Background: an optimization exercise with open tools, aiming at a short achievable clock period and few clock cycles. Do not read the settings as production practice. Where RTL was checked, it was by simulation tests only, not by an equivalence proof against the original. The RTL of runs 2 and 3 was laid out without a check of its function. Power figures rest on the tool's default switching activity, not on a simulated workload.

==> flow/design.v <==
`timescale 1ns / 1ps
module register (
    input wire clk,
    input wire rst,
    input wire load,
    input wire inr,  
    input wire dcr,  
    input wire [7:0] data_in,
    output wire [7:0] out
);
    reg [7:0] store;
    always @(posedge clk or posedge rst) begin
        if (rst) begin
            store <= 8'b0;
        end else if (load) begin
            store <= data_in;
        end else if (inr) begin
            store <= store + 1;
        end else if (dcr) begin
            store <= store - 1;
        end
    end
    assign out = store;
endmodule
`timescale 1ns / 1ps
module program_counter (
    input wire clk,
    input wire rst,
    input wire inr,
    input wire load,
    input wire [15:0] data_in,
    output wire [15:0] out
);
    reg [15:0] pc;
    always @(posedge clk, posedge rst) begin
        if (rst) begin
            pc <= 16'b0;
        end else if (load) begin
            pc <= data_in;
        end else if (inr) begin
            pc <= pc + 1;
        end
    end
    assign out = pc;
endmodule
`timescale 1ns / 1ps
module alu (
    input wire [7:0] A,
    input wire [7:0] B,
    input wire cin,
    input wire [3:0] op,
    output wire [7:0] out,
    output wire cout
);
    reg [8:0] result;
    always @(*) begin
        case (op)
            4'b0000: result = A + B + cin;  
            4'b0001: result = A - B - cin;  
            4'b0010: result = {1'b0, A & B};  
            4'b0011: result = {1'b0, A | B};  
            4'b0100: result = {1'b0, A ^ B};  
            4'b0101: result = {1'b0, ~A};  
            4'b0110: result = A + 1;  
            4'b0111: result = A - 1;  
            4'b1000: result = {A[7], A[6:0], cin};  
            4'b1001: result = {A[0], cin, A[7:1]};  
            4'b1010: result = {1'b0, A};  
            4'b1011: result = {1'b0, B};  
            default: result = 9'b0;
        endcase
    end
    assign out  = result[7:0];
    assign cout = result[8];
endmodule
`timescale 1ns / 1ps
module flag_register(
    input wire clk,
    input wire rst,
    input wire load,
    input wire [7:0] data_in,
    input wire carry_in,
    output reg Z,
    output reg S,
    output reg CY
);
    always @(posedge clk or posedge rst) begin
        if (rst) begin
            Z <= 1'b0;
            S <= 1'b0;
            CY <= 1'b0;
        end else if (load) begin
            Z <= (data_in == 8'b0);
            S <= data_in[7];
            CY <= carry_in;
        end
    end
endmodule
`timescale 1ns / 1ps
module memory(
    input wire clk,
    input wire rst,
    input wire [15:0] data_in,    
    output wire [15:0] out,       
    input wire mar_load,          
    input wire mdr_load_bus,      
    input wire mdr_load_low,      
    input wire mdr_load_high,     
    input wire ram_write,         
    output wire [15:0] ram_addr,
    input wire [7:0] ram_rdata,
    output wire [7:0] ram_wdata,
    output wire ram_we
);
    reg [15:0] mar;
    reg [15:0] mdr;
    assign out = mdr;
    assign ram_addr  = mar;
    assign ram_wdata = mdr[7:0];
    assign ram_we    = ram_write;
    always @(posedge clk or posedge rst) begin
        if (rst) begin
            mar <= 16'b0;
            mdr <= 16'b0;
        end else begin
            if (mar_load)
                mar <= data_in;
            if (mdr_load_bus)
                mdr <= data_in;
            if (mdr_load_low)
                mdr[7:0] <= ram_rdata;
            if (mdr_load_high)
                mdr[15:8] <= ram_rdata;
        end
    end
endmodule
 module control_unit (
    input wire clk,
    input wire rst,
    input wire [7:0] opcode,
    input wire Z,
    input wire S,
    output wire [45:0] out
);
    localparam SIG_END        = 46;
    localparam SIG_HLT        = 45;
    localparam SIG_PC_EN      = 44;
    localparam SIG_MDR_EN     = 43;
    localparam SIG_A_EN       = 42;
    localparam SIG_B_EN       = 41;
    localparam SIG_C_EN       = 40;
    localparam SIG_TMP_EN     = 39;
    localparam SIG_ALU_EN     = 38;
    localparam SIG_SP_EN      = 37;
    localparam SIG_IO_EN      = 36;
    localparam SIG_PC_LOAD    = 35;
    localparam SIG_PC_INR     = 34;
    localparam SIG_IR_LOAD    = 33;
    localparam SIG_A_LOAD     = 32;
    localparam SIG_A_INR      = 31;
    localparam SIG_A_DCR      = 30;
    localparam SIG_B_LOAD     = 29;
    localparam SIG_B_INR      = 28;
    localparam SIG_B_DCR      = 27;
    localparam SIG_C_LOAD     = 26;
    localparam SIG_C_INR      = 25;
    localparam SIG_C_DCR      = 24;
    localparam SIG_TMP_LOAD   = 23;
    localparam SIG_TMP_INR    = 22;
    localparam SIG_TMP_DCR    = 21;
    localparam SIG_OUT_LOAD   = 20;
    localparam SIG_SP_LOAD    = 19;
    localparam SIG_SP_INR     = 18;
    localparam SIG_SP_DCR     = 17;
    localparam SIG_MAR_LOAD   = 16;
    localparam SIG_MDR_LOADB  = 15;
    localparam SIG_MDR_LOADL  = 14;
    localparam SIG_MDR_LOADH  = 13;
    localparam SIG_RAM_WRITE  = 12;
    localparam SIG_ALU_OP3    = 11;
    localparam SIG_ALU_OP2    = 10;
    localparam SIG_ALU_OP1    = 9;
    localparam SIG_ALU_OP0    = 8;
    localparam SIG_FLAG_LOAD  = 7;
    localparam SIG_IO_LOAD    = 6;
    localparam SIG_UNUSED5    = 5;
    localparam SIG_UNUSED4    = 4;
    localparam SIG_UNUSED3    = 3;
    localparam SIG_UNUSED2    = 2;
    localparam SIG_UNUSED1    = 1;
    localparam SIG_UNUSED0    = 0;
    reg [3:0] stage;
    reg [7:0] opcode_reg;
    reg [46:0] ctrl_word;
    reg [46:0] ctrl_rom [0:4095];
    initial $readmemb("ctrl_rom.mem", ctrl_rom);
    always @(negedge clk or posedge rst) begin
        if (rst)
            stage <= 0;
        else if (ctrl_word[SIG_HLT])
            stage <= stage;  
        else if (ctrl_word[SIG_END])
            stage <= 0;
        else
            stage <= stage + 1;
    end
    always @(*) begin
        ctrl_word = ctrl_rom[{opcode, stage}];
        if ((opcode == 8'hCA && stage == 4 && !Z) ||    
            (opcode == 8'hC2 && stage == 4 && Z)  ||    
            (opcode == 8'hFA && stage == 4 && !S))      
        begin
            ctrl_word = {1'b1, 46'b0};  
        end
    end
    assign out = ctrl_word[45:0];
endmodule
`timescale 1ns / 1ps
module cpu_top (
    input wire clk,
    input wire rst,
    output wire [15:0] mem_addr,
    input wire [7:0] mem_rdata,
    output wire [7:0] mem_wdata,
    output wire mem_we,
    output wire [7:0] out_value,
    output wire halted
);
    wire hlt;
    assign halted = hlt;
    reg [15:0] bus;
    always @(*) begin
        case (1'b1)
            pc_en:   bus = pc_out;
            mdr_en:  bus = mdr_out;
            a_en:    bus = {8'b0, a_out};
            b_en:    bus = {8'b0, b_out};
            c_en:    bus = {8'b0, c_out};
            tmp_en:  bus = {8'b0, tmp_out};
            alu_en:  bus = {8'b0, alu_out};
            default: bus = 16'b0;  
        endcase
    end
    wire pc_inr;
    wire pc_load;
    wire pc_en;
    wire [15:0] pc_out;
    program_counter pc (
        .clk(clk),
        .rst(rst),
        .inr(pc_inr),
        .load(pc_load),
        .data_in(bus),
        .out(pc_out)
    );
    wire ir_load;
    wire [7:0] ir_out;
    register ir (
        .clk(clk),
        .rst(rst),
        .load(ir_load),
        .inr(1'b0),
        .dcr(1'b0),
        .data_in(bus[7:0]),  
        .out(ir_out)
    );
    wire mar_load;
    wire mdr_load_bus;
    wire mdr_load_low;
    wire mdr_load_high;
    wire mdr_en;
    wire ram_write;
    wire [15:0] mdr_out;
    memory mem (
        .clk(clk),
        .rst(rst),
        .data_in(bus),
        .out(mdr_out),
        .mar_load(mar_load),
        .mdr_load_bus(mdr_load_bus),
        .mdr_load_low(mdr_load_low),
        .mdr_load_high(mdr_load_high),
        .ram_write(ram_write),
        .ram_addr(mem_addr),
        .ram_rdata(mem_rdata),
        .ram_wdata(mem_wdata),
        .ram_we(mem_we)
    );
    wire a_load;
    wire a_inr;
    wire a_dcr;
    wire a_en;
    wire [7:0] a_out;
    register a (
        .clk(clk),
        .rst(rst),
        .load(a_load),
        .inr(a_inr),
        .dcr(a_dcr),
        .data_in(bus[7:0]),
        .out(a_out)
    );
    wire tmp_load;
    wire tmp_inr;
    wire tmp_dcr;
    wire tmp_en;
    wire [7:0] tmp_out;
    register tmp (
        .clk(clk),
        .rst(rst),
        .load(tmp_load),
        .inr(tmp_inr),
        .dcr(tmp_dcr),
        .data_in(bus[7:0]),
        .out(tmp_out)
    );
    wire b_load;
    wire b_inr;
    wire b_dcr;
    wire b_en;
    wire [7:0] b_out;
    register b (
        .clk(clk),
        .rst(rst),
        .load(b_load),
        .inr(b_inr),
        .dcr(b_dcr),
        .data_in(bus[7:0]),
        .out(b_out)
    );
    wire c_load;
    wire c_inr;
    wire c_dcr;
    wire c_en;
    wire [7:0] c_out;
    register c (
        .clk(clk),
        .rst(rst),
        .load(c_load),
        .inr(c_inr),
        .dcr(c_dcr),
        .data_in(bus[7:0]),
        .out(c_out)
    );
    wire [3:0] alu_op;
    wire alu_en;
    wire [7:0] alu_out;
    wire alu_cout;
    alu alu (
        .A(a_out),
        .B(tmp_out),
        .cin(1'b0),
        .op(alu_op),
        .out(alu_out),
        .cout(alu_cout)
    );
    wire flag_load;
    wire Z;
    wire S;
    wire CY;
    flag_register flag (
        .clk(clk),
        .rst(rst),
        .load(flag_load),
        .data_in(alu_out),
        .carry_in(alu_cout),
        .Z(Z),
        .S(S),
        .CY(CY)
    );
    wire out_load;
    wire [7:0] out_out;
    register out (
        .clk(clk),
        .rst(rst),
        .load(out_load),
        .inr(1'b0),
        .dcr(1'b0),
        .data_in(bus[7:0]),
        .out(out_out)
    );
    wire [45:0] cu_out;
    control_unit cu(
        .clk(clk),
        .rst(rst),
        .opcode(ir_out),
        .Z(Z),
        .S(S),
        .out(cu_out)
    );
    assign hlt       = cu_out[45];
    assign pc_en     = cu_out[44];
    assign mdr_en    = cu_out[43];
    assign a_en      = cu_out[42];
    assign b_en      = cu_out[41];
    assign c_en      = cu_out[40];
    assign tmp_en    = cu_out[39];
    assign alu_en    = cu_out[38];
    assign sp_en     = cu_out[37];
    assign io_en     = cu_out[36];
    assign pc_load   = cu_out[35];
    assign pc_inr    = cu_out[34];
    assign ir_load   = cu_out[33];
    assign a_load    = cu_out[32];
    assign a_inr     = cu_out[31];
    assign a_dcr     = cu_out[30];
    assign b_load    = cu_out[29];
    assign b_inr     = cu_out[28];
    assign b_dcr     = cu_out[27];
    assign c_load    = cu_out[26];
    assign c_inr     = cu_out[25];
    assign c_dcr     = cu_out[24];
    assign tmp_load  = cu_out[23];
    assign tmp_inr   = cu_out[22];
    assign tmp_dcr   = cu_out[21];
    assign out_load  = cu_out[20];
    assign sp_load   = cu_out[19];
    assign sp_inr    = cu_out[18];
    assign sp_dcr    = cu_out[17];
    assign mar_load  = cu_out[16];
    assign mdr_load_bus = cu_out[15];
    assign mdr_load_low = cu_out[14];
    assign mdr_load_high = cu_out[13];
    assign ram_write = cu_out[12];
    assign alu_op    = cu_out[11:8];
    assign flag_load = cu_out[7];
    assign io_load   = cu_out[6];
    assign unused5   = cu_out[5];
    assign unused4   = cu_out[4];
    assign unused3   = cu_out[3];
    assign unused2   = cu_out[2];
    assign unused1   = cu_out[1];
    assign unused0   = cu_out[0];
    assign out_value = out_out;
endmodule
==> flow/run.sh <==
#!/bin/bash
# synth_recipe.tcl (not shown) runs the flow's synth.tcl, then flattens the netlist and writes it again
# the make line also repeats each setting of config.mk as NAME=value (left out here)
make -C /OpenROAD-flow-scripts/flow DESIGN_CONFIG=/design/flow/config.mk WORK_HOME=/design/flow/orfs CLKGATE_MAP_FILE= SYNTH_SCRIPT=/design/flow/synth_recipe.tcl finish
==> flow/config.mk <==
export PLATFORM = sky130hd
export DESIGN_NAME = cpu_top
export DESIGN_NICKNAME = cpu_top
export VERILOG_FILES = /design/flow/design.v
export SDC_FILE = /design/flow/constraint.sdc
export NUM_CORES = 4
export LEC_CHECK = 0
export CAP_MARGIN = 20
export CORE_MARGIN = 2
export CORE_UTILIZATION = 40
export SLEW_MARGIN = 20
export SYNTH_MEMORY_MAX_BITS = 262144
==> flow/constraint.sdc <==
create_clock -name core_clock -period 11.0 [get_ports {clk}]
set_input_delay 2.2000 -clock core_clock [delete_from_list [all_inputs] [get_ports {clk}]]
set_output_delay 2.2000 -clock core_clock [all_outputs]
set_load 0.01 [all_outputs]
Not shown: flow/ctrl_rom.mem
==> summary.txt, run 1 <==
The flow ran to the end and the layout has no timing, DRC or antenna violations. In the final layout, flip-flops and latches occupy 2552 sq um. Signal routing reaches up to met4. The hold-critical path depth is 2, and the met3 usage in global routing is 4.939%.

The most area-hungry cell class in the final design is multi-input gates. The tools report the post-layout utilization of the core as 45.35%. Walking the worst path, the cells encountered are inv_1 -> ha_1 -> nand2b_1 -> or2_2 -> o211a_1 -> o21ai_0 -> nor2_1 -> a21o_1 -> inv_1 -> ha_1 -> nor2b_1 -> o21a_1 -> or3_1 -> a31oi_1 -> o21ai_0 -> a211oi_1 -> o21a_1 -> o221ai_1. The commonest cells after synthesis are sky130_fd_sc_hd__dfrtp_1 (98), sky130_fd_sc_hd__nand2_1 (82), sky130_fd_sc_hd__a21oi_1 (81), sky130_fd_sc_hd__o21ai_0 (80), sky130_fd_sc_hd__nor2_1 (76).

After synthesis, flip-flops and latches occupy 29.67% of the total area. After detailed placement, the design holds a cell count of 1323. The leading area contributor after synthesis is sky130_fd_sc_hd__dfrtp_1. For this design, the CTS-stage hold fixing added 0 buffers.

The number of nets handed over by synthesis was 1114. For this run, the number of standard cells in the final layout without fillers is 1340. The global router's overall resource usage is 26.18%. In this run the critical register-to-register path is captured at a.store[3]$_DFFE_PP0P_. Counting the buffers created by CTS gives 9.

The final hold slack is 0.4813 ns, and the number of hold violations in the final report is 0. The width of the die came out at 150.6 um. Measured along the y axis, the die boundary spans 150.6 um.

At the worst endpoint, the required time is 11.21 ns. Dividing total power by cell area gives a power density of 304.2 nW/um^2. The launch instance of the worst min-delay path was mem.mar[10]$_DFFE_PP0P_. Clock-pin slew reported for the worst setup and hold paths after clock tree synthesis: 0.08 ns.

The via count was 8510. The combinational logic power is 0.00191 W. Compared with the post-synthesis result, the final layout area differs by 11.19%. At the end of routability-driven placement, the weighted congestion stood at 1.003.
Testbench counts, summed over its fixed seeds: cycles 150,794.
==> inputs of run 2 (changes only) <==
==> flow/design.v (replaced) <==
`timescale 1ns / 1ps
module cpu_top (
    input wire clk,
    input wire rst,
    output wire [15:0] mem_addr,
    input wire [7:0] mem_rdata,
    output wire [7:0] mem_wdata,
    output wire mem_we,
    output wire [7:0] out_value,
    output wire halted
);
    reg [15:0] ma;        
    reg [15:0] ret;       
    reg [7:0]  ir;
    reg [7:0]  hi;
    reg [7:0]  m0;
    reg [7:0]  a, b, c, outr;
    reg        we;
    reg        hlt, hlt_p;
    reg        first;
    reg        st_op, st_aft, st_lo, st_data;
    reg sel_c;                                    
    reg a_add, a_and, a_xor, a_or, a_mov, a_cma, a_shl, a_shr;
    reg y_x, y_inv, y_cin;                        
    reg b_inc, b_dec, b_fa, b_fc;
    reg c_inc, c_dec, c_fa, c_fb;
    assign mem_addr  = ma;
    assign mem_wdata = a;
    assign mem_we    = we;
    assign out_value = outr;
    assign halted    = hlt;
    wire [7:0] d = mem_rdata;
    wire ir_mvi_a = ir == 8'h3E;
    wire ir_mvi_b = ir == 8'h06;
    wire ir_mvi_c = ir == 8'h0E;
    wire ir_lda   = ir == 8'h3A;
    wire ir_sta   = ir == 8'h32;
    wire ir_jmp   = ir == 8'hC3;
    wire ir_multi = ir_mvi_a | ir_mvi_b | ir_mvi_c | ir_lda | ir_sta | ir_jmp;
    wire run     = ~hlt_p;
    wire byte_op = st_op | (st_aft & ~ir_multi);    
    wire dec1    = st_aft & ~ir_multi;              
    wire opnd1   = st_aft & ir_multi;               
    wire [7:0] x   = sel_c ? c : b;
    wire [7:0] y   = (x & {8{y_x}}) ^ {8{y_inv}};
    wire [7:0] sum = a + y + {7'b0, y_cin};
    wire [7:0] a_n = ({8{a_add}} & sum)
                   | ({8{a_and}} & (a & x))
                   | ({8{a_xor}} & (a ^ x))
                   | ({8{a_or}}  & (a | x))
                   | ({8{a_mov}} & x)
                   | ({8{a_cma}} & ~a)
                   | ({8{a_shl}} & {a[6:0], 1'b0})
                   | ({8{a_shr}} & {1'b0, a[7:1]});
    wire a_w = a_add | a_and | a_xor | a_or | a_mov | a_cma | a_shl | a_shr;
    wire [7:0] b_id = b + (b_inc ? 8'h01 : 8'hFF);
    wire [7:0] c_id = c + (c_inc ? 8'h01 : 8'hFF);
    wire [7:0] b_n = (b_inc | b_dec) ? b_id : (b_fa ? a : c);
    wire [7:0] c_n = (c_inc | c_dec) ? c_id : (c_fa ? a : b);
    wire b_w = b_inc | b_dec | b_fa | b_fc;
    wire c_w = c_inc | c_dec | c_fa | c_fb;
    wire [15:0] ma_inc = ma + 16'd1;
    always @(posedge clk or posedge rst) begin
        if (rst) begin
            a <= 8'h00; b <= 8'h00; c <= 8'h00; outr <= 8'h00;
            {sel_c, a_add, a_and, a_xor, a_or, a_mov, a_cma, a_shl, a_shr} <= 9'b0;
            {y_x, y_inv, y_cin} <= 3'b0;
            {b_inc, b_dec, b_fa, b_fc, c_inc, c_dec, c_fa, c_fb} <= 8'b0;
        end else begin
            if (run && ((opnd1 && ir_mvi_a) || (st_data && ir_lda))) a <= d;
            else if (a_w) a <= a_n;
            if (run && opnd1 && ir_mvi_b) b <= d;
            else if (b_w) b <= b_n;
            if (run && opnd1 && ir_mvi_c) c <= d;
            else if (c_w) c <= c_n;
            if (b_inc) outr <= b_id;
            sel_c <= ir[0] | (ir == 8'h48);
            a_add <= run && dec1 && (ir == 8'h80 || ir == 8'h81 || ir == 8'h90 || ir == 8'h91 ||
                                     ir == 8'h3C || ir == 8'h3D);
            y_x   <= ir[7];
            y_inv <= (ir[7] & ir[4]) | (ir == 8'h3D);
            y_cin <= (ir[7] & ir[4]) | (ir == 8'h3C);
            a_and <= run && dec1 && (ir == 8'hA0 || ir == 8'hA1);
            a_xor <= run && dec1 && (ir == 8'hA8 || ir == 8'hA9);
            a_or  <= run && dec1 && (ir == 8'hB0 || ir == 8'hB1);
            a_mov <= run && dec1 && (ir == 8'h78 || ir == 8'h79);
            a_cma <= run && dec1 && (ir == 8'h2F);
            a_shl <= run && dec1 && (ir == 8'h17);
            a_shr <= run && dec1 && (ir == 8'h1F);
            b_inc <= run && dec1 && (ir == 8'h04);
            b_dec <= run && dec1 && (ir == 8'h05);
            b_fa  <= run && dec1 && (ir == 8'h47);
            b_fc  <= run && dec1 && (ir == 8'h41);
            c_inc <= run && dec1 && (ir == 8'h0C);
            c_dec <= run && dec1 && (ir == 8'h0D);
            c_fa  <= run && dec1 && (ir == 8'h4F);
            c_fb  <= run && dec1 && (ir == 8'h48);
        end
    end
    always @(posedge clk or posedge rst) begin
        if (rst) begin
            ma <= 16'h0000; ret <= 16'h0000;
            ir <= 8'h00; hi <= 8'h00; m0 <= 8'h00;
            we <= 1'b0; hlt <= 1'b0; hlt_p <= 1'b0; first <= 1'b1;
            st_op <= 1'b1; st_aft <= 1'b0; st_lo <= 1'b0; st_data <= 1'b0;
        end else begin
            hlt <= hlt_p;
            if (run) begin
                first <= 1'b0;
                if (first) m0 <= d;
                if (byte_op) begin
                    ir <= d;
                    hlt_p <= d == 8'h76;
                end
                if (opnd1) hi <= d;
                we <= st_lo & ir_sta;
                if (st_lo) ret <= ma_inc;
                if (opnd1 && ir_jmp) ma <= {d, m0};
                else if (st_lo) ma <= {hi, d};
                else if (st_data) ma <= ret;
                else ma <= ma_inc;
                st_op   <= (opnd1 & ~(ir_lda | ir_sta)) | st_data;
                st_aft  <= byte_op;
                st_lo   <= opnd1 & (ir_lda | ir_sta);
                st_data <= st_lo;
            end
        end
    end
endmodule
==> flow/flow/run.sh (new file) <==
#!/bin/bash
set -euo pipefail
MARGIN=$(cat flow/margin.txt)
bash standard.sh synth > synth.log 2>&1
bash standard.sh SETUP_SLACK_MARGIN=$MARGIN finish > layout.log 2>&1
==> flow/flow/margin.txt (new file) <==
8.0
==> flow/standard.sh (new file) <==
#!/bin/bash
# synth_recipe.tcl (not shown) runs the flow's synth.tcl, then flattens the netlist and writes it again
# the make line also repeats each setting of config.mk as NAME=value (left out here)
make -C /OpenROAD-flow-scripts/flow DESIGN_CONFIG=/design/flow/config.mk WORK_HOME=/design/flow/orfs CLKGATE_MAP_FILE= SYNTH_SCRIPT=/design/flow/synth_recipe.tcl "${@:-finish}"
--- a/flow/config.mk
+++ b/flow/config.mk
@@ -6,4 +6,5 @@
 export NUM_CORES = 4
 export LEC_CHECK = 0
+export ABC_CLOCK_PERIOD_IN_PS = 3000
 export CAP_MARGIN = 20
 export CORE_MARGIN = 2
removed: flow/ctrl_rom.mem
removed: flow/run.sh
==> summary.txt, run 2 <==
The flow ran to the end and the layout has no timing, DRC or antenna violations. The wire length after detailed routing was 20940 um (was 29230 um); the post-synthesis instance total was 829 (was 1055). The critical path depth is 1 (was 18). The post-synthesis average cell area is 9.186 sq um (was 8.154 sq um), and the synthesized net count is 878 (was 1114).

The maximum fanout count along the critical path came out at 2 (was 12). The run gives 1 (was 19) as the number of warnings reported in the yosys synthesis log. The leakage power figure is 3.872 nW (was 3.894 nW), and the layout cell share with drive strength beyond 1 is 21.23% (was 7.042%).

The dominant cell by count in the synthesized netlist is sky130_fd_sc_hd__dfrtp_1 (unchanged). Cell chain of the critical path: buf_6 (was inv_1 -> ha_1 -> nand2b_1 -> or2_2 -> o211a_1 -> o21ai_0 -> nor2_1 -> a21o_1 -> inv_1 -> ha_1 -> nor2b_1 -> o21a_1 -> or3_1 -> a31oi_1 -> o21ai_0 -> a211oi_1 -> o21a_1 -> o221ai_1). Growth of design area from synthesis to finish: 18.86% (was 11.19%). Leading area contributor after synthesis: sky130_fd_sc_hd__dfrtp_1 (unchanged). The share of the yosys chip area belonging to registers was 38.15% (was 29.67%); the area taken by flip-flops and latches was 2929 sq um (was 2552 sq um). The worst slew slack as a fraction of its limit came out at 27.85% (was 33.23%).

The detailed placer's ending HPWL was 13910 um (was 21090 um). The width of the die is 142.0 um (was 150.6 um). TritonCTS built the clock tree. The count of fill cells added during filler insertion came out at 1788 (was 2126). The post-detailed-route via-to-cell ratio works out to 5.707 (was 6.351). The total negative slack is 0 ns (unchanged), and the number of top-level pins is 44 (unchanged). For the number of non-filler instances in the completed layout, the log shows 1129 (was 1340). The floorplan die height was 142.0 um (was 150.6 um). The number of hold violations in the final report was 0 (unchanged); the first-pass GRT wire length was 34040 um (was 46190 um). The number of enable-type register cells in the synthesized netlist is 0 (unchanged). The family with the most delay on the worst path is flip-flops (was compound AO/OA/AOI/OAI gates). The run gives 6 (was 8) as the detailed-routing iteration count for the pre-antenna-repair pass. The total number of clock tree sinks was 116 (was 102). The tools report the standard cell core area as 18710 sq um (was 21090 sq um). The tools report the number of global-route vias before repair as 6314 (was 8012). The critical setup path kind was reg2out (was reg2reg). The async set or reset register ratio after synthesis is 100.0% (unchanged). Static timing analysis puts the maximum clock frequency at 313.9 MHz.

List of most frequent post-synthesis cells: sky130_fd_sc_hd__dfrtp_1 (114), sky130_fd_sc_hd__nand2_1 (105), sky130_fd_sc_hd__o21ai_0 (54), sky130_fd_sc_hd__nor2_1 (48), sky130_fd_sc_hd__clkbuf_1 (39) (was sky130_fd_sc_hd__dfrtp_1 (98), sky130_fd_sc_hd__nand2_1 (82), sky130_fd_sc_hd__a21oi_1 (81), sky130_fd_sc_hd__o21ai_0 (80), sky130_fd_sc_hd__nor2_1 (76)). The buffer levels on the longest clock path was 2 (unchanged). The arrival time at the worst endpoint was 0.99 ns (was 10.81 ns). The post-synthesis instance area was 7615 sq um (was 8602 sq um); the final critical delay including setup and external delays was 3.186 ns. Path type of the worst min-delay path: reg2reg (unchanged). Buffer type at the clock tree root: sky130_fd_sc_hd__clkbuf_16 (unchanged). For the pin count of the biggest net entering global routing, the log shows 63 (was 68). The dominant synthesized flop cell is sky130_fd_sc_hd__dfrtp_1 (unchanged). The CTS buffer count came out at 17 (was 9). The global router's overall resource usage came out at 21.64% (was 26.18%). The run gives 0.42 ns (was 0.36 ns) as the worst-skew pair later-pin latency. The number of standard-cell rows in the floorplan is 50 (was 53), and the count of inserted antenna diode cells is 0 (unchanged). The total of buffers placed on input and output ports came out at 43 (unchanged).

The area used by multi-input combinational logic is 4368 sq um (was 5534 sq um), and the die footprint is 20160 sq um (was 22690 sq um). The final number of max-transition violations was 0 (unchanged). The worst-path cell with the longest stage delay is sky130_fd_sc_hd__dfrtp_2 (was sky130_fd_sc_hd__o21a_1). The hold-critical path depth is 2 (unchanged), and the largest stage delay on the critical path is 0.44 ns (was 0.50 ns).

The share of Yosys cell area claimed by the top area cell type works out to 37.46% (was 28.51%). The maximum level of the CTS H-tree was 4 (was 3); the total of endpoints with negative setup slack in the final report was 0 (unchanged). The run gives 383 (was 906) as the number of violations reported at the end of detailed-routing iteration 0. For the number of unique standard cell types used by synthesis, the log shows 78 (was 81).

The total grt overflow was 0 (unchanged). Setup repair after global routing could not meet its margin everywhere. The part of the cycle the worst path needs was 28.96%; the number of routed nets with antenna violations was 0 (unchanged). The run gives 0 (unchanged) as the remaining routing DRC violations. The placed cell count was 1060 (was 1323).

The required time of the worst setup path is 8.80 ns (was 11.21 ns). The clock-pin slew reported for the worst setup and hold paths after clock tree synthesis is 0.05 ns (was 0.08 ns), and the number of antenna violations at the first check in global routing is 0 (unchanged). The power density of the placed cells works out to 117.2 nW/um^2 (was 304.2 nW/um^2). The final instance area came out at 9051 sq um (was 9564 sq um). The transition time of the tightest slew-check pin was 1.078 ns (was 0.9941 ns). Post-detailed-route wirelength per cell: 18.55 um (was 21.82 um).

The run gives 0.8239 (was 1.003) as the weighted congestion at the end of routability-driven global placement. The most common cell after layout, fill and taps aside is sky130_fd_sc_hd__nand2_1 (was sky130_fd_sc_hd__dfrtp_1). Top cells by area, synth: sky130_fd_sc_hd__dfrtp_1 (37%), sky130_fd_sc_hd__ha_1 (5.8%), sky130_fd_sc_hd__mux2_2 (5.5%) (was sky130_fd_sc_hd__dfrtp_1 (29%), sky130_fd_sc_hd__ha_1 (6.7%), sky130_fd_sc_hd__a21oi_1 (4.7%)).

The number of nets in the layout was 931 (was 1119); the worst setup skew after layout was 0.009032 ns (was 0.01104 ns). The tools report the startpoint type of the worst setup path as a register (unchanged). The logs give 6443 (was 8510) for the via count and 8173 sq um (was 9250 sq um) for the total placed instance area.

The worst path buffer plus inverter count was 1 (was 2). The endpoint kind of the worst setup timing path is an output port (was a register). Commonest cells after routing, fill and taps aside: sky130_fd_sc_hd__nand2_1 (105), sky130_fd_sc_hd__dfrtp_1 (95), sky130_fd_sc_hd__o21ai_0 (53) (was sky130_fd_sc_hd__dfrtp_1 (98), sky130_fd_sc_hd__nand2_1 (82), sky130_fd_sc_hd__a21oi_1 (81)).

The max-capacitance violation count came out at 0 (unchanged). Largest registers: ma x16, ret x16 (was mem.mar x16, mem.mdr x16, pc.pc x16). The run gives 40.71% (was 40.79%) as the initial core utilization.

The synthesis-stage register bit count works out to 116 (was 102). The run gives 0.0001241 V (was 0.0001384 V) as the peak ir drop on the vdd network. Logic depth of the worst register-to-register path: 11 (was 18).
## run 2: cell types whose count changed in the layout (fill, tap and decap cells not counted), moves of 16 or more
cell and delta:
sky130_fd_sc_hd__a22oi_1 -20, sky130_fd_sc_hd__nand4_1 -17, sky130_fd_sc_hd__dfrtp_2 +19, sky130_fd_sc_hd__buf_6 +16, sky130_fd_sc_hd__a21oi_1 -52, sky130_fd_sc_hd__nand3_1 -16
sky130_fd_sc_hd__nand2_1 +23, sky130_fd_sc_hd__mux2_2 +34, sky130_fd_sc_hd__nor2_1 -28, sky130_fd_sc_hd__o21ai_0 -27, sky130_fd_sc_hd__clkdlybuf4s50_1 -42, sky130_fd_sc_hd__buf_2 +17
## run 2: area by class of cell
type	count	area share, %
flip-flops and latches	116	32.36
multi-input cells	623	48.26
well taps	234	3.235
clock inverters	9	1.673
repair buffers	85	7.644
clock buffers	23	5.170
inverters	39	1.659
## run 2: what timing repair did
action / in CTS / in global routing
hold buffers: 0 / 0
resized for setup: 182 / 13
setup buffers: 27 / 10
endpoints found under the setup margin: 122 / 102
## run 2: worst paths after layout
path	end	start	slack (ns)
worst min-delay path	ret[0]$_DFFE_PP0P_	ret[0]$_DFFE_PP0P_	0.47
worst min register to register	ret[0]$_DFFE_PP0P_	ret[0]$_DFFE_PP0P_	0.47
worst max register to register	a[6]$_DFFE_PP0P_	b[0]$_DFFE_PP0P_	8.19
max in group asynchronous	st_op$_DFFE_PP1N_	rst	8.15
min in group asynchronous	outr[6]$_DFFE_PP0P_	rst	2.19
worst max-delay path	mem_addr[0]	ma[0]$_DFFE_PP0N_	7.81
## run 2: metrics by stage
stage	total power, W	util, %	hold slack, ns	setup slack [ns]
floorplan	0.0004678	-	0.4447	7.388
global placement	0.0004836	43.68	0.4639	6.827
detailed placement	0.0004839	43.69	0.4706	6.837
CTS	0.001070	47.85	0.4829	7.796
global route	0.001094	48.39	0.5027	7.792
finish	0.001060	48.39	0.4721	7.814
## run 2: cell families after synthesis
logic type / Yosys count / synth area share (%)
XOR/XNOR: 33 / 3.796
AND/OR/NAND/NOR: 281 / 18.57
multiplexers: 65 / 9.218
flip-flops: 116 / 38.15
AO/OA/AOI/OAI: 205 / 18.80
adder cells (fa/ha/maj): 39 / 6.803
buffers and inverters: 90 / 4.666
## run 2: where the power goes
part	switching [W]	internal [W]
logic	0.0000273	0.0000153
clock network	0.000193	0.000390
registers	0.00000333	0.000432
## run 2: layer usage
layer	up-vias	part of all wire [%]	global-route usage (%)
li1	3118	-	-
met1	3182	45	28.98
met2	118	50	36.10
met3	25	3.2	3.869
met4	0	1.8	6.211
met5	-	0	0
==> inputs of run 3 (changes only) <==
==> flow/run.sh (new file) <==
#!/bin/bash
# synth_recipe.tcl (not shown) runs the flow's synth.tcl, then flattens the netlist and writes it again
# the make line also repeats each setting of config.mk as NAME=value (left out here)
make -C /OpenROAD-flow-scripts/flow DESIGN_CONFIG=/design/flow/config.mk WORK_HOME=/design/flow/orfs CLKGATE_MAP_FILE= SYNTH_SCRIPT=/design/flow/synth_recipe.tcl finish
--- a/flow/config.mk
+++ b/flow/config.mk
@@ -10,4 +10,5 @@
 export CORE_MARGIN = 2
 export CORE_UTILIZATION = 40
+export SETUP_SLACK_MARGIN = 5
 export SLEW_MARGIN = 20
 export SYNTH_MEMORY_MAX_BITS = 262144
removed: flow/flow/run.sh
removed: flow/flow/margin.txt
removed: flow/standard.sh
==> summary.txt, run 3 <==
Setup repair after global routing left no endpoint under its margin. The clock-pin slew reported for the worst setup and hold paths after clock tree synthesis was 0.05 ns (about the same). Commonest cells after routing, fill and taps aside: sky130_fd_sc_hd__dfrtp_1 (114), sky130_fd_sc_hd__nand2_1 (105), sky130_fd_sc_hd__o21ai_0 (54) (was sky130_fd_sc_hd__nand2_1 (105), sky130_fd_sc_hd__dfrtp_1 (95), sky130_fd_sc_hd__o21ai_0 (53)).

The flow ran to the end and the layout has no timing, DRC or antenna violations. The logs give 53.4% (was 55.0%) for the proportion of power drawn by the clock network and 4.0% (about the same) for the combinational share of power. The hold-critical path depth works out to 2 (unchanged).

The reg-to-reg setup timing slack came out at 7.80 ns (was 8.19 ns). The destination of the worst hold path is ret[15]$_DFFE_PP0P_ (was ret[0]$_DFFE_PP0P_). Layout cell share with drive strength beyond 1: 11.42% (was 21.23%). The maximum level of the CTS H-tree was 4 (unchanged); the worst slew slack as a fraction of its limit was 30.21% (was 27.85%). The critical setup path kind is reg2out (unchanged). The logic depth of the worst register-to-register path was 11 (unchanged). For the remaining routing DRC violations, the log shows 0 (unchanged). The run gives 14060 um (was 13910 um) as the detailed placer's ending HPWL.

The number of unique standard cell types used by synthesis was 78 (unchanged); the largest stage delay on the critical path was 0.62 ns (was 0.44 ns). The post-detailed-route via-to-cell ratio came out at 5.728 (was 5.707). The buffer type at the clock tree root is sky130_fd_sc_hd__clkbuf_16 (unchanged). The post-detailed-route wirelength per cell was 18.70 um (was 18.55 um); the part of the cycle the worst path needs was 34.64% (was 28.96%). The buffer levels on the longest clock path is 2 (unchanged), and the upper clock frequency limit is 262.5 MHz (was 313.9 MHz). Post-synthesis average cell area: 9.186 sq um (unchanged). The tools report the total negative slack as 0 ns (unchanged). The logs give 0 (unchanged) for the number of routed nets with antenna violations and 0.8815 (was 0.8239) for the weighted congestion at the end of routability-driven global placement. The worst setup skew after layout is 0.008362 ns (was 0.009032 ns). The synthesized net count is 878 (unchanged). Initial core utilization: 40.71% (unchanged).

The placed cell count was 1060 (unchanged). The tools report the critical register-to-register path startpoint as sel_c$_DFF_PP0_ (was b[0]$_DFFE_PP0P_). The leakage power figure was 3.607 nW (was 3.872 nW). The minimum setup slack in the final design is 7.190 ns (was 7.814 ns).

The path type of the worst min-delay path is reg2reg (unchanged). The tools report the arrival time at the worst endpoint as 1.61 ns (was 0.99 ns). Worst-path cell with the longest stage delay: sky130_fd_sc_hd__clkdlybuf4s50_1 (was sky130_fd_sc_hd__dfrtp_2). The transition time of the tightest slew-check pin was 1.043 ns (was 1.078 ns). The synthesis-stage register bit count was 116 (unchanged). The growth of design area from synthesis to finish came out at 14.99% (was 18.86%). The launch instance of the worst min-delay path was ret[15]$_DFFE_PP0P_ (was ret[0]$_DFFE_PP0P_).

The tools report the startpoint type of the worst setup path as a register (unchanged). The switching part of the total was 22.64% (was 21.10%); the number of enable-type register cells in the synthesized netlist was 0 (unchanged). The run gives 0.0007890 W (was 0.0008366 W) as the design internal power.

The share of Yosys cell area claimed by the top area cell type was 37.46% (unchanged). The number of warnings reported in the yosys synthesis log is 1 (unchanged), and the post-CTS setup buffer count is 0 (was 27). The run gives 587 (was 383) as the number of violations reported at the end of detailed-routing iteration 0. Pin count of the biggest net entering global routing: 67 (was 63).

The number of antenna violations at the first check in global routing came out at 0 (unchanged). The width of the die is 142.0 um (unchanged), and the number of hold violations in the final report is 0 (unchanged). The final hold slack is 0.4790 ns (was 0.4721 ns). Leading area contributor after synthesis: sky130_fd_sc_hd__dfrtp_1 (unchanged). The share of the yosys chip area belonging to registers was 38.15% (unchanged); the total of buffers placed on input and output ports was 43 (unchanged). TritonCTS built the clock tree. The power density of the placed cells came out at 116.5 nW/um^2 (was 117.2 nW/um^2). The max-capacitance violation count is 0 (unchanged). The first-pass GRT wire length was 33200 um (was 34040 um); the final number of max-transition violations was 0 (unchanged).

For the post-placement worst setup slack, the log shows 6.935 ns (was 6.837 ns). Top cells by area, synth: sky130_fd_sc_hd__dfrtp_1 (37%), sky130_fd_sc_hd__ha_1 (5.8%), sky130_fd_sc_hd__mux2_2 (5.5%) (unchanged). The endpoint kind of the worst setup timing path is an output port (unchanged). The most common cell after layout, fill and taps aside was sky130_fd_sc_hd__dfrtp_1 (was sky130_fd_sc_hd__nand2_1).

The run gives 6029 (was 6314) as the number of global-route vias before repair. Async set or reset register ratio after synthesis: 100.0% (unchanged). The part of the total power dissipated in sequential elements came out at 42.7% (was 41.0%). The peak ir drop on the vdd network is 0.0001013 V (was 0.0001241 V). Global router's overall resource usage: 21.12% (was 21.64%). The tools report the switching component of the power as 0.0002309 W (was 0.0002238 W). Cell chain of the critical path: clkdlybuf4s50_1 (was buf_6). The worst-skew pair later-pin latency was 0.42 ns (about the same); the post-cts repair resize count was 0 (was 182). Largest registers: ma x16, ret x16 (unchanged). Dominant cell by count in the synthesized netlist: sky130_fd_sc_hd__dfrtp_1 (unchanged).

The family with the most delay on the worst path was buffers and inverters (was flip-flops). The CTS buffer count is 17 (unchanged). For the number of non-filler instances in the completed layout, the log shows 1092 (was 1129). The total number of clock tree sinks was 116 (unchanged). The maximum fanout count along the critical path works out to 10 (was 2). The count of inserted antenna diode cells was 0 (unchanged); the worst path buffer plus inverter count was 1 (unchanged). The number of top-level pins is 44 (unchanged). The die footprint was 20160 sq um (unchanged). For the number of buffers added to fix hold violations after cts, the log shows 0 (unchanged). The count of fill cells added during filler insertion came out at 1819 (was 1788). Post-synthesis instance area: 7615 sq um (unchanged). The tools report the wire length after detailed routing as 20420 um (was 20940 um).

List of most frequent post-synthesis cells: sky130_fd_sc_hd__dfrtp_1 (114), sky130_fd_sc_hd__nand2_1 (105), sky130_fd_sc_hd__o21ai_0 (54), sky130_fd_sc_hd__nor2_1 (48), sky130_fd_sc_hd__clkbuf_1 (39) (unchanged). The detailed-routing iteration count for the pre-antenna-repair pass is 5 (was 6), and the final critical delay including setup and external delays is 3.810 ns (was 3.186 ns). The post-synthesis instance total is 829 (unchanged). The total grt overflow is 0 (unchanged), and the number of nets in the layout is 894 (was 931). The number of standard-cell rows in the floorplan was 50 (unchanged). Required time of the worst setup path: 8.80 ns (about the same). The standard cell core area is 18710 sq um (unchanged), and the floorplan die height is 142.0 um (unchanged). The worst flop-to-flop path endpoint was a[6]$_DFFE_PP0P_ (unchanged). For the via count, the log shows 6255 (was 6443). The dominant synthesized flop cell is sky130_fd_sc_hd__dfrtp_1 (unchanged). The logs give 0 (unchanged) for the total of endpoints with negative setup slack in the final report and 0.001020 W (was 0.001060 W) for the overall power of the completed layout.
-- run 3: cell counts after synthesis --
Identical to the previous run, type by type.
-- run 3: cells by family (layout without fill, tap and decap cells) --
group	count (synthesis)	in the layout	share of synthesized area (%)
compound gates	205	205	18.80
xor+xnor	33	33	3.796
fa+ha+maj	39	39	6.803
buf+inv	90	119	4.666
flops	116	116	38.15
mux	65	65	9.218
simple gates	281	281	18.57
-- run 3: area by class of cell --
type	count	area (sq um)	area share, %
clock inverter	13	133.9	1.529
timing repair buffer	48	467.9	5.344
multi-input combinational	623	4354	49.73
sequential	116	2905	33.18
clock buffer	19	452.9	5.173
inverter	39	148.9	1.700
tap	234	292.8	3.344
-- run 3: how the worst max path moves through the flow --
| stage | from | to | slack [ns] | cells after the start |
|---|---|---|---|---|
| after floorplan | rst | a[0]$_DFFE_PP0P_ | 5.73 | 1 |
| after global placement | rst | y_cin$_DFF_PP0_ | 6.94 | 3 |
| after detailed placement | rst | y_cin$_DFF_PP0_ | 6.94 | 3 |
| after CTS | a[1]$_DFFE_PP0P_ | mem_wdata[1] | 7.17 | 1 |
| after global routing | a[5]$_DFFE_PP0P_ | mem_wdata[5] | 7.13 | 1 |
| final | a[1]$_DFFE_PP0P_ | mem_wdata[1] | 7.19 | 1 |
-- run 3: tightest hold or removal path: cells and delay by family, from the launching register on --
family          cells  cell delay, ns
compound gates      1            0.06
flops               1            0.34
simple gates        1            0.04
-- run 3: stage by stage --
stage	instance area (sq um)	utilization [%]
6_report	8756	46.81
5_1_grt	8756	46.81
4_1_cts	8756	46.81
3_5_place_dp	8169	43.67
3_3_place_gp	8169	43.67
2_1_floorplan	7615	-
-- run 3: power by group through the flow --
stage                     Combinational, W  Clock [W]  Sequential (W)
after floorplan                  0.0000259          0        0.000442
after global placement           0.0000407          0        0.000443
after detailed placement         0.0000410          0        0.000443
after CTS                        0.0000413   0.000552        0.000435
after global routing             0.0000454   0.000572        0.000436
final                            0.0000403   0.000544        0.000435
-- run 3: per-layer routing --
layer	track usage (%)	vias up	part of all wire, %	wire length, um
met4	5.474	0	1.3	260
met3	3.634	16	4.0	820
met1	29.26	3065	46	9479
li1	-	3046	-	-
met5	0	-	0	0
met2	34.47	128	48	9861
==> inputs of run 4 (changes only) <==
==> flow/design.v (replaced) <==
`timescale 1ns / 1ps
module cpu_top (
    input wire clk,
    input wire rst,
    output wire [15:0] mem_addr,
    input wire [7:0] mem_rdata,
    output wire [7:0] mem_wdata,
    output wire mem_we,
    output wire [7:0] out_value,
    output wire halted
);
    reg [15:0] ma;        
    reg [15:0] ret;       
    reg [7:0]  ir;
    reg [7:0]  hi;
    reg [7:0]  m0;
    reg [7:0]  a, b, c, outr;
    reg        we;
    reg        hlt;
    reg        first;
    reg        st_op, st_aft, st_lo, st_data;
    assign mem_addr  = ma;
    assign mem_wdata = a;
    assign mem_we    = we;
    assign out_value = outr;
    assign halted    = hlt;
    wire [7:0] d = mem_rdata;
    wire ir_mvi_a = ir == 8'h3E;
    wire ir_mvi_b = ir == 8'h06;
    wire ir_mvi_c = ir == 8'h0E;
    wire ir_lda   = ir == 8'h3A;
    wire ir_sta   = ir == 8'h32;
    wire ir_jmp   = ir == 8'hC3;
    wire ir_multi = ir_mvi_a | ir_mvi_b | ir_mvi_c | ir_lda | ir_sta | ir_jmp;
    wire byte_op = st_op | (st_aft & ~ir_multi);    
    wire exec1   = st_aft & ~ir_multi;              
    wire opnd1   = st_aft & ir_multi;               
    reg [7:0] a_n, b_n, c_n;
    reg a_w, b_w, c_w, o_w;
    always @(*) begin
        a_n = 8'h00; b_n = 8'h00; c_n = 8'h00;
        a_w = 1'b0;  b_w = 1'b0;  c_w = 1'b0; o_w = 1'b0;
        case (ir)
            8'h78: begin a_w = 1'b1; a_n = b; end
            8'h79: begin a_w = 1'b1; a_n = c; end
            8'h47: begin b_w = 1'b1; b_n = a; end
            8'h4F: begin c_w = 1'b1; c_n = a; end
            8'h41: begin b_w = 1'b1; b_n = c; end
            8'h48: begin c_w = 1'b1; c_n = b; end
            8'h3C: begin a_w = 1'b1; a_n = a + 8'd1; end
            8'h3D: begin a_w = 1'b1; a_n = a - 8'd1; end
            8'h04: begin b_w = 1'b1; b_n = b + 8'd1; o_w = 1'b1; end
            8'h05: begin b_w = 1'b1; b_n = b - 8'd1; end
            8'h0C: begin c_w = 1'b1; c_n = c + 8'd1; end
            8'h0D: begin c_w = 1'b1; c_n = c - 8'd1; end
            8'h80: begin a_w = 1'b1; a_n = a + b; end
            8'h81: begin a_w = 1'b1; a_n = a + c; end
            8'h90: begin a_w = 1'b1; a_n = a - b; end
            8'h91: begin a_w = 1'b1; a_n = a - c; end
            8'hA0: begin a_w = 1'b1; a_n = a & b; end
            8'hA1: begin a_w = 1'b1; a_n = a & c; end
            8'hA8: begin a_w = 1'b1; a_n = a ^ b; end
            8'hA9: begin a_w = 1'b1; a_n = a ^ c; end
            8'hB0: begin a_w = 1'b1; a_n = a | b; end
            8'hB1: begin a_w = 1'b1; a_n = a | c; end
            8'h2F: begin a_w = 1'b1; a_n = ~a; end
            8'h17: begin a_w = 1'b1; a_n = {a[6:0], 1'b0}; end
            8'h1F: begin a_w = 1'b1; a_n = {1'b0, a[7:1]}; end
            default: ;
        endcase
    end
    wire [15:0] ma_inc = ma + 16'd1;
    always @(posedge clk or posedge rst) begin
        if (rst) begin
            ma <= 16'h0000; ret <= 16'h0000;
            ir <= 8'h00; hi <= 8'h00; m0 <= 8'h00;
            a <= 8'h00; b <= 8'h00; c <= 8'h00; outr <= 8'h00;
            we <= 1'b0; hlt <= 1'b0; first <= 1'b1;
            st_op <= 1'b1; st_aft <= 1'b0; st_lo <= 1'b0; st_data <= 1'b0;
        end else if (!hlt) begin
            first <= 1'b0;
            if (first) m0 <= d;
            if (exec1 && a_w) a <= a_n;
            else if ((opnd1 && ir_mvi_a) || (st_data && ir_lda)) a <= d;
            if (exec1 && b_w) b <= b_n;
            else if (opnd1 && ir_mvi_b) b <= d;
            if (exec1 && c_w) c <= c_n;
            else if (opnd1 && ir_mvi_c) c <= d;
            if (exec1 && o_w) outr <= b_n;
            if (byte_op) begin
                ir <= d;
                hlt <= d == 8'h76;
            end
            if (opnd1) hi <= d;
            we <= st_lo & ir_sta;
            if (st_lo) ret <= ma_inc;
            if (opnd1 && ir_jmp) ma <= {d, m0};
            else if (st_lo) ma <= {hi, d};
            else if (st_data) ma <= ret;
            else ma <= ma_inc;
            st_op   <= (opnd1 & ~(ir_lda | ir_sta)) | st_data;
            st_aft  <= byte_op;
            st_lo   <= opnd1 & (ir_lda | ir_sta);
            st_data <= st_lo;
        end
    end
endmodule
--- a/flow/config.mk
+++ b/flow/config.mk
@@ -6,9 +6,7 @@
 export NUM_CORES = 4
 export LEC_CHECK = 0
-export ABC_CLOCK_PERIOD_IN_PS = 3000
 export CAP_MARGIN = 20
 export CORE_MARGIN = 2
 export CORE_UTILIZATION = 40
-export SETUP_SLACK_MARGIN = 5
 export SLEW_MARGIN = 20
 export SYNTH_MEMORY_MAX_BITS = 262144
==> summary.txt, run 4 <==
The flow ran to the end and the layout has no timing, DRC or antenna violations. Dominant cell by count in the synthesized netlist: sky130_fd_sc_hd__dfrtp_1 (unchanged). The run gives 7841 sq um (was 8756 sq um) as the final instance area. The hold-critical path depth is 2 (unchanged). The number of global-route vias before repair is 5893 (was 6029), and the die footprint is 18830 sq um (was 20160 sq um). The number of unique standard cell types used by synthesis was 73 (was 78); the buffer levels on the longest clock path was 2 (unchanged). For the worst slew slack as a fraction of its limit, the log shows 37.05% (was 30.21%). The number of warnings reported in the yosys synthesis log was 1 (unchanged). The maximum fanout count along the critical path works out to 20 (was 10).

The tools report the launch instance of the worst min-delay path as ret[4]$_DFFE_PP0P_ (was ret[15]$_DFFE_PP0P_). The maximum level of the CTS H-tree came out at 3 (was 4). The layout cell share with drive strength beyond 1 works out to 8.856% (was 11.42%). The dominant synthesized flop cell was sky130_fd_sc_hd__dfrtp_1 (unchanged). TritonCTS built the clock tree.

Startpoint type of the worst setup path: a register (unchanged). The run gives 0 (unchanged) as the remaining routing DRC violations. The peak ir drop on the vdd network is 0.00006528 V (was 0.0001013 V), and the logic depth of the worst register-to-register path is 12 (was 11). The tools report the worst-skew pair later-pin latency as 0.36 ns (was 0.42 ns). Cell chain of the critical path: nor4b_1 -> nand2_1 -> o21ai_0 -> inv_1 -> ha_1 -> nor2b_1 -> o21ai_0 -> a21oi_1 -> o41ai_1 -> xnor3_1 -> nand2_1 -> a22oi_2 (was clkdlybuf4s50_1). The endpoint kind of the worst setup timing path was a register (was an output port). The reg-to-reg setup timing slack was 6.85 ns (was 7.80 ns).

The buffer type at the clock tree root was sky130_fd_sc_hd__clkbuf_16 (unchanged). The number of violations reported at the end of detailed-routing iteration 0 was 594 (was 587). The run gives 0.01440 ns (was 0.008362 ns) as the worst setup skew after layout.

The first-pass GRT wire length was 32420 um (was 33200 um); the detailed-routing iteration count for the pre-antenna-repair pass was 5 (unchanged). Pin count of the biggest net entering global routing: 53 (was 67). The final number of max-transition violations was 0 (unchanged). The final critical delay including setup and external delays was 4.150 ns (was 3.810 ns). The run gives 4307 sq um (was 4354 sq um) as the area used by multi-input combinational logic. The count of inserted antenna diode cells was 0 (unchanged). For the standard cell core area, the log shows 17300 sq um (was 18710 sq um). The number of hold violations in the final report is 0 (unchanged), and the post-synthesis instance area is 7099 sq um (was 7615 sq um). The synthesized net count is 851 (was 878), and the number of buffers added to fix hold violations after cts is 0 (unchanged).

For the arrival time at the worst endpoint, the log shows 4.39 ns (was 1.61 ns). The share of Yosys cell area claimed by the top area cell type came out at 32.78% (was 37.46%). Worst-path cell with the longest stage delay: sky130_fd_sc_hd__dfrtp_1 (was sky130_fd_sc_hd__clkdlybuf4s50_1). The number of antenna violations at the first check in global routing was 0 (unchanged); the power density of the placed cells was 96.28 nW/um^2 (was 116.5 nW/um^2).

The post-synthesis average cell area came out at 8.711 sq um (was 9.186 sq um). The worst flop-to-flop path endpoint is a[7]$_DFFE_PP0P_ (was a[6]$_DFFE_PP0P_). The total negative slack was 0 ns (unchanged); the post-CTS setup buffer count was 0 (unchanged). The number of top-level pins is 44 (unchanged), and the transition time of the tightest slew-check pin is 0.9370 ns (was 1.043 ns). The tools report the critical register-to-register path startpoint as ir[0]$_DFFE_PP0P_ (was sel_c$_DFF_PP0_). The synthesis-stage register bit count works out to 95 (was 116). The run gives 22.17% (was 21.12%) as the global router's overall resource usage. For the max-capacitance violation count, the log shows 0 (unchanged).

The most common cell after layout, fill and taps aside was sky130_fd_sc_hd__dfrtp_1 (unchanged). The total grt overflow was 0 (unchanged). The clock-pin slew reported for the worst setup and hold paths after clock tree synthesis came out at 0.08 ns (was 0.05 ns).

The tools report the wire length after detailed routing as 19990 um (was 20420 um). The async set or reset register ratio after synthesis works out to 100.0% (unchanged). List of most frequent post-synthesis cells: sky130_fd_sc_hd__dfrtp_1 (93), sky130_fd_sc_hd__nand2_1 (90), sky130_fd_sc_hd__nor2_1 (79), sky130_fd_sc_hd__o21ai_0 (70), sky130_fd_sc_hd__a21oi_1 (45) (was sky130_fd_sc_hd__dfrtp_1 (114), sky130_fd_sc_hd__nand2_1 (105), sky130_fd_sc_hd__o21ai_0 (54), sky130_fd_sc_hd__nor2_1 (48), sky130_fd_sc_hd__clkbuf_1 (39)).

The logs give 0 (unchanged) for the number of routed nets with antenna violations and 0.9406 (was 0.8815) for the weighted congestion at the end of routability-driven global placement. The upper clock frequency limit was 241.0 MHz (was 262.5 MHz); the largest stage delay on the critical path was 0.92 ns (was 0.62 ns). The total of endpoints with negative setup slack in the final report is 0 (unchanged), and the via count is 6160 (was 6255).

Top cells by area, synth: sky130_fd_sc_hd__dfrtp_1 (33%), sky130_fd_sc_hd__o21ai_0 (4.9%), sky130_fd_sc_hd__nand2_1 (4.8%) (was sky130_fd_sc_hd__dfrtp_1 (37%), sky130_fd_sc_hd__ha_1 (5.8%), sky130_fd_sc_hd__mux2_2 (5.5%)). The number of nets in the layout was 845 (was 894). The post-detailed-route wirelength per cell works out to 19.26 um (was 18.70 um).

Number of enable-type register cells in the synthesized netlist: 0 (unchanged). For the CTS buffer count, the log shows 9 (was 17). Setup repair after global routing left no endpoint under its margin. Growth of design area from synthesis to finish: 10.45% (was 14.99%). Total placed instance area: 7521 sq um (was 8169 sq um). Path type of the worst min-delay path: reg2reg (unchanged). The minimum setup slack in the final design came out at 6.850 ns (was 7.190 ns). For the number of standard-cell rows in the floorplan, the log shows 48 (was 50).

The post-synthesis instance total came out at 815 (was 829). For the post-cts repair resize count, the log shows 0 (unchanged). The initial core utilization is 41.04% (was 40.71%). The critical setup path kind is reg2reg (was reg2out). The destination of the worst hold path is ret[4]$_DFFE_PP0P_ (was ret[15]$_DFFE_PP0P_).

The required time of the worst setup path was 11.24 ns (was 8.80 ns). Commonest cells after routing, fill and taps aside: sky130_fd_sc_hd__dfrtp_1 (93), sky130_fd_sc_hd__nand2_1 (90), sky130_fd_sc_hd__nor2_1 (79) (was sky130_fd_sc_hd__dfrtp_1 (114), sky130_fd_sc_hd__nand2_1 (105), sky130_fd_sc_hd__o21ai_0 (54)). The leading area contributor after synthesis is sky130_fd_sc_hd__dfrtp_1 (unchanged).

The post-placement worst setup slack was 6.881 ns (was 6.935 ns); the share of the yosys chip area belonging to registers was 33.52% (was 38.15%). The post-detailed-route via-to-cell ratio works out to 5.934 (was 5.728). For the leakage power figure, the log shows 3.262 nW (was 3.607 nW). The tools report the total number of clock tree sinks as 95 (was 116). The tools report the area taken by flip-flops and latches as 2380 sq um (was 2905 sq um). For the detailed placer's ending HPWL, the log shows 13660 um (was 14060 um). Floorplan die height: 137.2 um (was 142.0 um).

The width of the die is 137.2 um (was 142.0 um). Largest registers: ma x16, ret x16 (unchanged). The total of buffers placed on input and output ports was 43 (unchanged); the count of fill cells added during filler insertion was 1712 (was 1819).

The part of the cycle the worst path needs works out to 37.73% (was 34.64%).
run 4: worst max path at each step:
stage / slack (ns) / start / depth (start not counted) / end
after floorplan: 6.33 / rst / 1 / a[0]$_DFFE_PP0P_
after global placement: 7.02 / ir[0]$_DFFE_PP0P_ / 12 / a[7]$_DFFE_PP0P_
after detailed placement: 6.88 / ir[0]$_DFFE_PP0P_ / 12 / a[7]$_DFFE_PP0P_
after CTS: 6.85 / ir[0]$_DFFE_PP0P_ / 12 / a[7]$_DFFE_PP0P_
after global routing: 6.42 / ir[0]$_DFFE_PP0P_ / 12 / a[7]$_DFFE_PP0P_
final: 6.85 / ir[0]$_DFFE_PP0P_ / 12 / a[7]$_DFFE_PP0P_
run 4: report_power, final:
| group | internal, W | switching [W] | leakage [nW] | total [W] |
|---|---|---|---|---|
| clock | 0.000206 | 0.000147 | 0.156 | 0.000353 |
| combinational | 0.0000180 | 0.0000262 | 1.91 | 0.0000442 |
| sequential | 0.000352 | 0.00000657 | 1.19 | 0.000358 |
| total | 0.000576 | 0.000179 | 3.26 | 0.000755 |
run 4: worst max-delay path, delay by kind of cell (launching register included):
| family | cells | cell delay (ns) |
|---|---|---|
| AO/OA/AOI/OAI | 5 | 1.17 |
| XOR/XNOR | 1 | 0.38 |
| buffers and inverters | 1 | 0.09 |
| AND/OR/NAND/NOR | 4 | 1.22 |
| flip-flops | 1 | 0.92 |
| adder cells (fa/ha/maj) | 1 | 0.27 |
run 4: cell type report:
cell class | count | area share (%)
inverter | 26 | 1.277
multi-input combinational | 631 | 54.92
tap | 225 | 3.590
clock inverter | 4 | 0.9893
timing repair buffer | 46 | 5.776
sequential | 95 | 30.35
clock buffer | 11 | 3.096
run 4: metrics by stage:
stage	hold WS, ns	total power (W)	cells	utilization, %
CTS	0.4892	0.0007602	1038	45.33
detailed placement	0.4713	0.0004093	1023	43.48
global placement	0.4628	0.0004092	1023	43.47
floorplan	0.4438	0.0003909	815	-
finish	0.4818	0.0007550	1038	45.33
global route	0.5039	0.0007767	1038	45.33
run 4: metal layers:
layer  up-vias  global-route usage [%]  wire length [um]
met4         0                   6.472               351
met5         -                       0                 0
met2       201                   32.97              8685
li1       2947                       -                 -
met3        27                   4.047              1361
met1      2985                   32.75              9592
run 4: logic make-up after synthesis:
kind of cell | share of synthesized area [%]
buf+inv | 5.851
compound gates | 24.50
flops | 33.52
fa+ha+maj | 4.900
mux | 6.574
xor+xnor | 5.992
simple gates | 18.66
Testbench counts of run 4, summed over its fixed seeds: cycles 42,268.

static timing again, ports no longer ideal:
No port has a modelled driver above. Below, the same layouts with a new extraction and two added sets of constraints. Step 1, drivers: a clkbuf_16 drives clk and a buf_2 each remaining input, both assumed. Step 2 also shifts input and output timing later by t, the mid clock arrival at the registers, as if the neighbouring blocks saw the same clock. a / b / c = ideal ports / drivers / drivers and shift; a / b = the first two.
run	t, ns	setup WS [ns]	worst setup path at the end
run 2	0.458	7.814 / 7.771 / 7.623	input to register
run 3	0.456	7.190 / 7.146 / 7.045	input, reset recovery
run 4	0.395	6.850 / 6.850 / 6.850	register to register
After both steps setup and hold are still met in every run listed. For run 2, which loses most, drivers alone change the setup slack by -0.043 ns; drivers and shift together by -0.191 ns. The worst setup slack also covers recovery checks on asynchronous resets.
